This is an optimization exercise on Yosys and OpenROAD, whose aim is small area, a short achievable clock period and few clock cycles per item, not a production implementation.
Where RTL was checked, it was by simulation tests only, not by an equivalence proof against the original.
The clock port is modelled as an ideal driver; clocking choices that lean on that would not hold on a real chip.

==> flow/design.v <==
`default_nettype none
module wb_slave_register #(
    parameter ADDR_WIDTH = 16,
    parameter DATA_WIDTH = 32,
    parameter GRANULE = 8,
    parameter REGISTER_NUM = 16,
    parameter SEL_WIDTH = DATA_WIDTH / GRANULE
) (
    input wire rst_i,
    input wire clk_i,
    input wire [ADDR_WIDTH-1:0] adr_i,
    input wire [DATA_WIDTH-1:0] dat_i,
    output reg [DATA_WIDTH-1:0] dat_o,
    input wire [SEL_WIDTH-1:0] sel_i,
    input wire we_i,
    input wire stb_i,
    output wire ack_o,
    output wire err_o,
    input wire cyc_i
);
    reg [DATA_WIDTH-1:0] register_value [0:REGISTER_NUM-1];
    reg ack;
    reg err;
    wire in_range = (adr_i < REGISTER_NUM);
    wire [3:0] idx = adr_i[3:0];
    wire [REGISTER_NUM-1:0] rsel;
    genvar g, gb;
    wbr_dec4 u_dec (.a(idx), .y(rsel));
    reg [REGISTER_NUM-1:0] wrow;
    wire wr_first = ~rst_i & stb_i & we_i & in_range & ~ack;
    wire [REGISTER_NUM-1:0] wrow_d;
    wbr_wdec4 u_wdec (.a(idx), .en(wr_first), .y(wrow_d));
    always @(posedge clk_i) begin
        wrow <= wrow_d;
    end
    wire [SEL_WIDTH-1:0] lane_en [0:REGISTER_NUM-1];
    generate for (g = 0; g < REGISTER_NUM; g = g + 1) begin : wen
        for (gb = 0; gb < SEL_WIDTH; gb = gb + 1) begin : lane
            wbr_a21o u_en (.a1(wrow[g]), .a2(sel_i[gb]), .b1(rst_i), .y(lane_en[g][gb]));
        end
    end endgenerate
    wire [DATA_WIDTH-1:0] wdata = dat_i & {DATA_WIDTH{~rst_i}};
    integer i, b;
    always @(posedge clk_i) begin
        for (i = 0; i < REGISTER_NUM; i = i + 1) begin
            for (b = 0; b < SEL_WIDTH; b = b + 1) begin
                if (lane_en[i][b]) begin
                    register_value[i][b*GRANULE+:GRANULE] <= wdata[b*GRANULE+:GRANULE];
                end
            end
        end
    end
    always @(posedge clk_i) begin
        if (rst_i) begin
            ack <= 1'b0;
            err <= 1'b0;
        end else begin
            ack <= stb_i & in_range & ~ack;
            err <= stb_i & ~in_range & ~err;
        end
    end
    wire [DATA_WIDTH-1:0] rdata;
    generate for (gb = 0; gb < DATA_WIDTH; gb = gb + 1) begin : rmux
        wire [REGISTER_NUM-1:0] col;
        for (g = 0; g < REGISTER_NUM; g = g + 1) begin : c
            assign col[g] = register_value[g][gb];
        end
        wire lo, hi;
        wbr_mux8 u_lo (.d(col[7:0]), .s(rsel[7:0]), .y(lo));
        wbr_mux8 u_hi (.d(col[15:8]), .s(rsel[15:8]), .y(hi));
        wbr_or2 u_o (.a(lo), .b(hi), .y(rdata[gb]));
    end endgenerate
    always @(posedge clk_i) begin
        dat_o <= rdata;
    end
    assign ack_o = ack;
    assign err_o = err;
endmodule
module wbr_dec4 (input wire [3:0] a, output wire [15:0] y);
    genvar k;
    generate for (k = 0; k < 16; k = k + 1) begin : d
        assign y[k] = (a == k);
    end endgenerate
endmodule
module wbr_wdec4 (input wire [3:0] a, input wire en, output wire [15:0] y);
    genvar k;
    generate for (k = 0; k < 16; k = k + 1) begin : d
        assign y[k] = en & (a == k);
    end endgenerate
endmodule
module wbr_mux8 (input wire [7:0] d, input wire [7:0] s, output wire y);
    assign y = |(d & s);
endmodule
module wbr_or2 (input wire a, input wire b, output wire y);
    assign y = a | b;
endmodule
module wbr_a21o (input wire a1, input wire a2, input wire b1, output wire y);
    assign y = (a1 & a2) | b1;
endmodule
export LEC_CHECK = 0
export CAP_MARGIN = 20
export CORE_MARGIN = 2
export CORE_UTILIZATION = 60
export CTS_BUF_LIST = sky130_fd_sc_hd__clkbuf_8
export CTS_CLUSTER_DIAMETER = 60
export CTS_CLUSTER_SIZE = 16
export SETUP_SLACK_MARGIN = 3.15
export SLEW_MARGIN = 20
export SYNTH_HIERARCHICAL = 1
export SYNTH_MINIMUM_KEEP_SIZE = 0
create_clock -name core_clock -period 5.0 [get_ports {clk_i}]
standard.sh (not shown) runs the stock make flow with config.mk's settings and CLKGATE_MAP_FILE= SYNTH_SCRIPT=/design/flow/synth_recipe.tcl, a recipe that flattens the netlist after the stock synthesis.
==> flow/flow/run.sh <==
#!/bin/bash
# The standard layout, with one change after clock tree synthesis: the tree's
# root buffer, which drives only the few buffers of the tree's first level,
# is removed and the clock port drives those buffers directly. Every
# register's clock still goes through the same number of buffers of the
# tree, so the skew between registers is unchanged.
set -euo pipefail
res=orfs/results/${FLOW_PLATFORM}/wb_slave_register/base
bash standard.sh cts > flow_1_to_cts.log 2>&1
openroad -no_init -exit flow/unroot.tcl > flow_2_unroot.log 2>&1
bash standard.sh finish > flow_3_to_finish.log 2>&1
==> flow/flow/unroot.tcl <==
set odb_file orfs/results/$::env(FLOW_PLATFORM)/wb_slave_register/base/4_cts.odb
read_db $odb_file
set block [ord::get_db_block]
set clk_net [$block findNet clk_i]
set loads [$clk_net getITerms]
if {[llength $loads] != 1} {
  puts "clk_i drives [llength $loads] cell pins; nothing changed"
  exit 0
}
set root [[lindex $loads 0] getInst]
set master [[$root getMaster] getName]
if {![string match "sky130_fd_sc_hd__clkbuf_*" $master]} {
  puts "clk_i drives $master; nothing changed"
  exit 0
}
set out_net [[$root findITerm X] getNet]
set sinks {}
foreach it [$out_net getITerms] {
  if {[$it getInst] != $root} { lappend sinks $it }
}
if {[llength $sinks] > 4} {
  puts "root buffer drives [llength $sinks] pins; nothing changed"
  exit 0
}
puts "removing [$root getName] ($master), moving [llength $sinks] pins to clk_i"
foreach it $sinks {
  $it disconnect
  $it connect $clk_net
  puts "  [[$it getInst] getName]/[[$it getMTerm] getName]"
}
[$root findITerm A] disconnect
odb::dbInst_destroy $root
odb::dbNet_destroy $out_net
write_db $odb_file
puts "done"
==> next run, changes <==
--- a/flow/design.v
+++ b/flow/design.v
@@ -25,15 +25,11 @@
     wire [3:0] idx = adr_i[3:0];
     wire [REGISTER_NUM-1:0] rsel;
     genvar g, gb;
     wbr_dec4 u_dec (.a(idx), .y(rsel));
-    reg [REGISTER_NUM-1:0] wrow;
-    wire wr_first = ~rst_i & stb_i & we_i & in_range & ~ack;
-    wire [REGISTER_NUM-1:0] wrow_d;
-    wbr_wdec4 u_wdec (.a(idx), .en(wr_first), .y(wrow_d));
-    always @(posedge clk_i) begin
-        wrow <= wrow_d;
-    end
+    wire wr = ack & we_i;
+    wire [REGISTER_NUM-1:0] wrow;
+    wbr_wdec4 u_wdec (.a(idx), .en(wr), .y(wrow));
     wire [SEL_WIDTH-1:0] lane_en [0:REGISTER_NUM-1];
     generate for (g = 0; g < REGISTER_NUM; g = g + 1) begin : wen
         for (gb = 0; gb < SEL_WIDTH; gb = gb + 1) begin : lane
             wbr_a21o u_en (.a1(wrow[g]), .a2(sel_i[gb]), .b1(rst_i), .y(lane_en[g][gb]));
Outcome: Worst hold slack got worse by 4.4 ps; worst setup slack improved by 110 ps; core utilization rose by 3.7 points; clock-buffer cell count rose by 1; routed wire length rose by 8.5%; synthesized cell count fell by 1.6%.
Testbench counts after the change, summed over its fixed seeds: cycles 14,392, items 4,800.
Only the layout flow was run in the first run of this note; the RTL was not checked for function there.

==> static timing again, ports no longer ideal <==
The flow's constraints put no driver on any port. The routed layouts listed below were extracted and timed again, unchanged, in two steps.
Step 1 assumes that a clkbuf_16 drives the clock port and a buf_2 every other input.
Step 2 also shifts input and output timing later by t, the mid clock arrival at the registers, as if the neighbouring blocks saw the same clock.
a / b / c = ideal / step 1 / step 2; a / b = the first two.
| run | t (ns) | setup WS [ns] | hold WS [ns] |
|---|---|---|---|
| the first run | 0.465 | 2.714 / 2.722 / 2.257 | 0.520 / 0.520 / 0.520 |
| the second run | 0.485 | 2.821 / 2.851 / 2.366 | 0.515 / 0.515 / 0.515 |
After both steps setup and hold are still met in every run listed. The setup slack of the first run, which loses most, moves by +0.008 ns with the drivers and by -0.457 ns with both steps.
